Context: an optimization exercise on an open-source flow, tuned for small area and a short achievable clock period. The choices shown serve that exercise and are no tape-out recipe.
The RTL was checked by simulation tests, not by an equivalence proof against the original design.

==> flow/design.v <==
module puzzle3_2 (
    input clk,
    input rst_n,
    input [3:0] data_in,
    input wr_en,
    input bank_end,
    output logic [63:0] sum
);
logic [3:0]  run;   
logic [2:0]  ph;    
logic [2:0]  q;     
logic [3:0]  dl [0:10];
logic [3:0]  r  [2:9];
logic [33:0] Jn;   
logic [33:0] J;
assign J = ~Jn;
logic stream, drain;
assign stream = (ph == 3'd0) & (run == 4'd12);
assign drain  = ph != 3'd0;
assign q      = ph - 3'd1;
logic [2:0]  k1;
assign k1     = (ph == 3'd0) ? 3'd0 : q;
logic [3:0] d1, d2, x, m, b, b1, fd, top1, top2, n2;
logic [9:1] le1, le2, led, eqd, t1, t2;
logic two;
logic act;
function automatic [3:0] therm2bin(input [9:1] t);
    therm2bin[3] = t[8];
    therm2bin[2] = t[4] & ~t[8];
    therm2bin[1] = (t[2] & ~t[4]) | (t[6] & ~t[8]);
    therm2bin[0] = (t[1] & ~t[2]) | (t[3] & ~t[4]) | (t[5] & ~t[6]) | (t[7] & ~t[8]) | t[9];
endfunction
function automatic gt4(input [3:0] a, input [3:0] b);
    gt4 = 1'b0;
    for (int i = 0; i < 4; i++) gt4 = (a[i] & ~b[i]) | ((a[i] | ~b[i]) & gt4);
endfunction
function automatic [3:0] inc4s(input [3:0] a);
    logic s;
    s = a[3] & a[2] & a[1] & a[0];
    inc4s[0] = ~a[0] | s;
    inc4s[1] = (a[1] ^ a[0]) | s;
    inc4s[2] = (a[2] ^ (a[1] & a[0])) | s;
    inc4s[3] = a[3] | (a[2] & a[1] & a[0]);
endfunction
function automatic [9:1] dec_eq(input [3:0] d);
    dec_eq[1] = ~d[3] & ~d[2] & ~d[1] &  d[0];
    dec_eq[2] = ~d[3] & ~d[2] &  d[1] & ~d[0];
    dec_eq[3] = ~d[3] & ~d[2] &  d[1] &  d[0];
    dec_eq[4] = ~d[3] &  d[2] & ~d[1] & ~d[0];
    dec_eq[5] = ~d[3] &  d[2] & ~d[1] &  d[0];
    dec_eq[6] = ~d[3] &  d[2] &  d[1] & ~d[0];
    dec_eq[7] = ~d[3] &  d[2] &  d[1] &  d[0];
    dec_eq[8] =  d[3] & ~d[0];
    dec_eq[9] =  d[3] &  d[0];
endfunction
function automatic [9:1] dec_le(input [3:0] d);
    dec_le[1] = 1'b1;
    dec_le[2] = d[3] | d[2] | d[1];
    dec_le[3] = d[3] | d[2] | (d[1] & d[0]);
    dec_le[4] = d[3] | d[2];
    dec_le[5] = d[3] | (d[2] & (d[1] | d[0]));
    dec_le[6] = d[3] | (d[2] & d[1]);
    dec_le[7] = d[3] | (d[2] & d[1] & d[0]);
    dec_le[8] = d[3];
    dec_le[9] = d[3] & d[0];
endfunction
always_comb begin
    act = drain | stream;
    d1 = '0; d2 = '0;
    for (int k = 0; k < 6; k++) begin
        d1 = d1 | ({4{k1 == 3'(k)}} & dl[10-k]);
        d2 = d2 | ({4{q == 3'(k)}} & dl[9-k]);
    end
    le1 = dec_le(d1);
    le2 = drain ? dec_le(d2) : 9'd0;
    two = ~gt4(d2, d1) & drain;
    led = le1 | le2;
    eqd = led & ~{1'b0, led[9:2]};
    t1[1] = 1'b1; t2[1] = 1'b1;
    for (int v = 2; v <= 9; v++) begin
        t2[v] = gt4({1'b0, r[v][3:1]}, {1'b0, q});
        t1[v] = gt4(r[v], {q, 1'b0});
    end
    top1 = therm2bin(t1);
    n2   = therm2bin(t2);
    top2 = gt4(n2, d1) ? n2 : d1;
    x = '0;
    for (int v = 2; v <= 9; v++) x = x | ({4{eqd[v]}} & r[v]);
    fd = !drain ? 4'd0 : two ? {q, 1'b1} : {ph, 1'b0};
    m  = gt4(x, fd) ? x : fd;
    b  = inc4s(m);
    b1 = inc4s(b);
end
logic [39:0] hz, h;
mul10add u_h1 (.x({6'd0, J}), .d(top1), .y(hz));
mul10add u_h2 (.x(hz), .d(top2), .y(h));
logic [63:0] sum_n;
addsum u_sum (.a(sum), .b((ph == 3'd6) ? h : 40'd0), .s(sum_n));
always_ff @(posedge clk) begin
    dl[0] <= data_in;
    for (int k = 1; k <= 10; k++) dl[k] <= dl[k-1];
    for (int v = 2; v <= 9; v++)
        r[v] <= ({4{two & le2[v]}} & b1) |
                ({4{act & led[v] & ~(two & le2[v])}} & b) |
                ({4{act & ~led[v]}} & r[v]);
    Jn <= ~((drain && ph != 3'd6) ? h[33:0] : 34'd0);
end
always_ff @(posedge clk, negedge rst_n) begin
    if (!rst_n) begin
        run <= '0;
        ph  <= '0;
        sum <= '0;
    end else begin
        run <= !wr_en ? 4'd0 : (run == 4'd12) ? run : run + 4'd1;
        ph  <= bank_end ? 3'd1 : (ph == 3'd0 || ph == 3'd6) ? 3'd0 : ph + 3'd1;
        sum <= sum_n;
    end
end
endmodule
module mul10add (
    input  [39:0] x,
    input  [3:0]  d,
    output logic [39:0] y
);
    logic [39:0] a, b;
    logic c;
    always_comb begin
        a = {x[36:0], d[3] ? 3'd7 : d[2:0]};
        b = {x[38:0], d[3]};
        c = d[3] & d[0];
        for (int i = 0; i < 40; i++) begin
            y[i] = a[i] ^ b[i] ^ c;
            c = (a[i] & b[i]) | (a[i] & c) | (b[i] & c);
        end
    end
endmodule
module addsum (
    input  [63:0] a,
    input  [39:0] b,
    output logic [63:0] s
);
    logic c;
    always_comb begin
        c = 1'b0;
        for (int i = 0; i < 64; i++) begin
            if (i < 40) begin
                s[i] = a[i] ^ b[i] ^ c;
                c = (a[i] & b[i]) | (a[i] & c) | (b[i] & c);
            end else begin
                s[i] = a[i] ^ c;
                c = a[i] & c;
            end
        end
    end
endmodule
clock: 1000.0 ns
lec_check: 0
abc_area: 1
cap_margin: 20
core_margin: 2
core_utilization: 50
slew_margin: 20
standard.sh (not shown) runs the stock make flow with config.mk's settings and CLKGATE_MAP_FILE= SYNTH_SCRIPT=/design/flow/synth_recipe.tcl, a recipe that flattens the netlist after the stock synthesis.
==> flow/flow/run.sh <==
#!/bin/bash
# Layout flow: the standard synthesis; its half adder cells split
# into plain gates; the combinational logic then re-mapped
# by ABC with a stronger area script, four random seeds, the smallest
# result kept (registers and full adder cells untouched); then the standard
# layout with buf_1 port buffers and a clock tree of clkbuf_8 without
# dummy loads.
set -eo pipefail
R=$PWD/orfs/results/sky130hd/puzzle3_2/base
bash standard.sh $R/1_2_yosys.v > 1_standard_synth.log 2>&1
cp $R/1_2_yosys.v synth_standard.v
python3 flow/prep.py synth_standard.v synth_prep.v > 2_prep.log 2>&1
for s in 1 2 3 4; do
  bash flow/reopt.sh synth_prep.v reopt_$s.v $s > reopt_$s.ys
  yosys -s reopt_$s.ys > 3_reopt_$s.log 2>&1 &
done
wait
best=$(for s in 1 2 3 4; do
  if [[ -s reopt_$s.v ]] && grep -q 'End of script' 3_reopt_$s.log; then
    echo "$(grep 'Chip area' 3_reopt_$s.log | tail -1 | awk '{print $NF}') $s"
  fi
done | sort -g | head -1 | awk '{print $2}')
echo "kept seed $best" > 3_reopt_pick.log
cp reopt_$best.v $R/1_2_yosys.v
export BUFFER_PORTS_ARGS="-buffer_cell sky130_fd_sc_hd__buf_1"
export CTS_ARGS="-sink_clustering_enable -repair_clock_nets -dont_use_dummy_load -buf_list sky130_fd_sc_hd__clkbuf_8"
bash standard.sh finish > 4_standard_layout.log 2>&1
==> flow/flow/reopt.sh <==
#!/bin/bash
# Writes a Yosys script that re-maps the combinational logic of a mapped
# netlist ($1) with a stronger ABC script (random seed $3) and writes the
# result to $2. Flip-flops, adder cells and tie cells are kept as they are,
# so every register keeps its name and cell type.
LIB=$FLOW_HOME/platforms/sky130hd/lib/sky130_fd_sc_hd__tt_025C_1v80.lib
DU=$(cat $(dirname $0)/dontuse.txt)
cat <<EOT
read_liberty -ignore_miss_func $LIB
read_verilog $1
hierarchy -top $FLOW_TOP
setattr -mod -set blackbox 1 sky130_fd_sc_hd__df* sky130_fd_sc_hd__edf* sky130_fd_sc_hd__sdf* sky130_fd_sc_hd__sedf* sky130_fd_sc_hd__dl* sky130_fd_sc_hd__fa_* sky130_fd_sc_hd__ha_* sky130_fd_sc_hd__conb_*
flatten
opt_clean
stat -liberty $LIB
abc -liberty $LIB $DU -script +strash;&get,-n;&deepsyn,-T,40,-S,$3;&dch,-f;&nf,-R,1000;&put
opt_clean -purge
stat -liberty $LIB
write_verilog -noattr -nohex -nodec $2
EOT
Other scripts of this flow, unchanged in this note and not shown: flow/flow/dontuse.txt, flow/flow/prep.py
Edit:
--- a/flow/flow/run.sh
+++ b/flow/flow/run.sh
@@ -4 +4 @@
-# by ABC with a stronger area script, four random seeds, the smallest
+# by ABC with a stronger area script, eight random seeds, the smallest
@@ -13,3 +13,6 @@
-for s in 1 2 3 4; do
-  bash flow/reopt.sh synth_prep.v reopt_$s.v $s > reopt_$s.ys
-  yosys -s reopt_$s.ys > 3_reopt_$s.log 2>&1 &
+for batch in "1 2 3 4" "5 6 7 8"; do
+  for s in $batch; do
+    bash flow/reopt.sh synth_prep.v reopt_$s.v $s > reopt_$s.ys
+    yosys -s reopt_$s.ys > 3_reopt_$s.log 2>&1 &
+  done
+  wait
@@ -17,2 +20 @@
-wait
-best=$(for s in 1 2 3 4; do
+best=$(for s in 1 2 3 4 5 6 7 8; do
--- a/flow/flow/reopt.sh
+++ b/flow/flow/reopt.sh
@@ -16 +16 @@
-abc -liberty $LIB $DU -script +strash;&get,-n;&deepsyn,-T,40,-S,$3;&dch,-f;&nf,-R,1000;&put
+abc -liberty $LIB $DU -script +strash;&get,-n;&deepsyn,-T,20,-S,$3;&dch,-f;&nf,-R,1000;&put
Settings changed: CORE_UTILIZATION 50 to 55.
The new run passed the timing, design-rule and antenna checks.
Worst setup slack gets worse by 0.0080 ns.
Non-clock buffer count goes down by 2.
First-iteration DRC count goes up by 1.9%.
Core utilization goes up by 5.0 points.
Global-route usage goes up by 2.5 points.
Clock skew goes down by 0.0061 ns.
Count of clock-buffer cells in the layout does not change.
Wire length goes up by 2.6%.
Edit:
Settings changed: CORE_UTILIZATION 55 to 65.
Design area falls by 0.62%.
Wire length falls by 4.0%.
Cell count falls by 3.8%.
Worst setup slack hardly moves.
Core utilization rises by 11 points.
Critical path depth stays the same.
Sequential share of layout area rises by 0.26 points.
First-iteration DRC count falls by 16%.

[what the ideal ports hide]
The results above use ideal ports. As a check the final layouts listed here were re-extracted and re-timed, cells and wires unchanged. Step 1: set_driving_cell puts a clkbuf_16 on clk and a buf_2 on each other input, an assumption about the parent block. Step 2, shift: input delay + t, output delay - t, t = (earliest + latest rising clock arrival at the registers) / 2. This alone moves slack from input paths to output paths. Three values: ideal ports, drivers, drivers and shift; two values: the first two.
| run | t (ns) | setup slack, ns | hold WS [ns] | slew at the worst register clock pin (ns) | pins driven straight from the clock port |
|---|---|---|---|---|---|
| the first run | 0.479 | 798.959 / 798.919 / 799.377 | 0.332 / 0.332 / 0.332 | 0.11 / 0.11 | 1 |
| the second run | 0.484 | 798.951 / 798.912 / 799.178 | 0.316 / 0.316 / 0.316 | 0.11 / 0.11 | 1 |
| the third run | 0.488 | 798.953 / 798.914 / 799.176 | 0.333 / 0.333 / 0.333 | 0.10 / 0.10 | 1 |
After both steps every run listed still meets setup and hold. The worst setup slack also covers recovery checks on asynchronous resets.
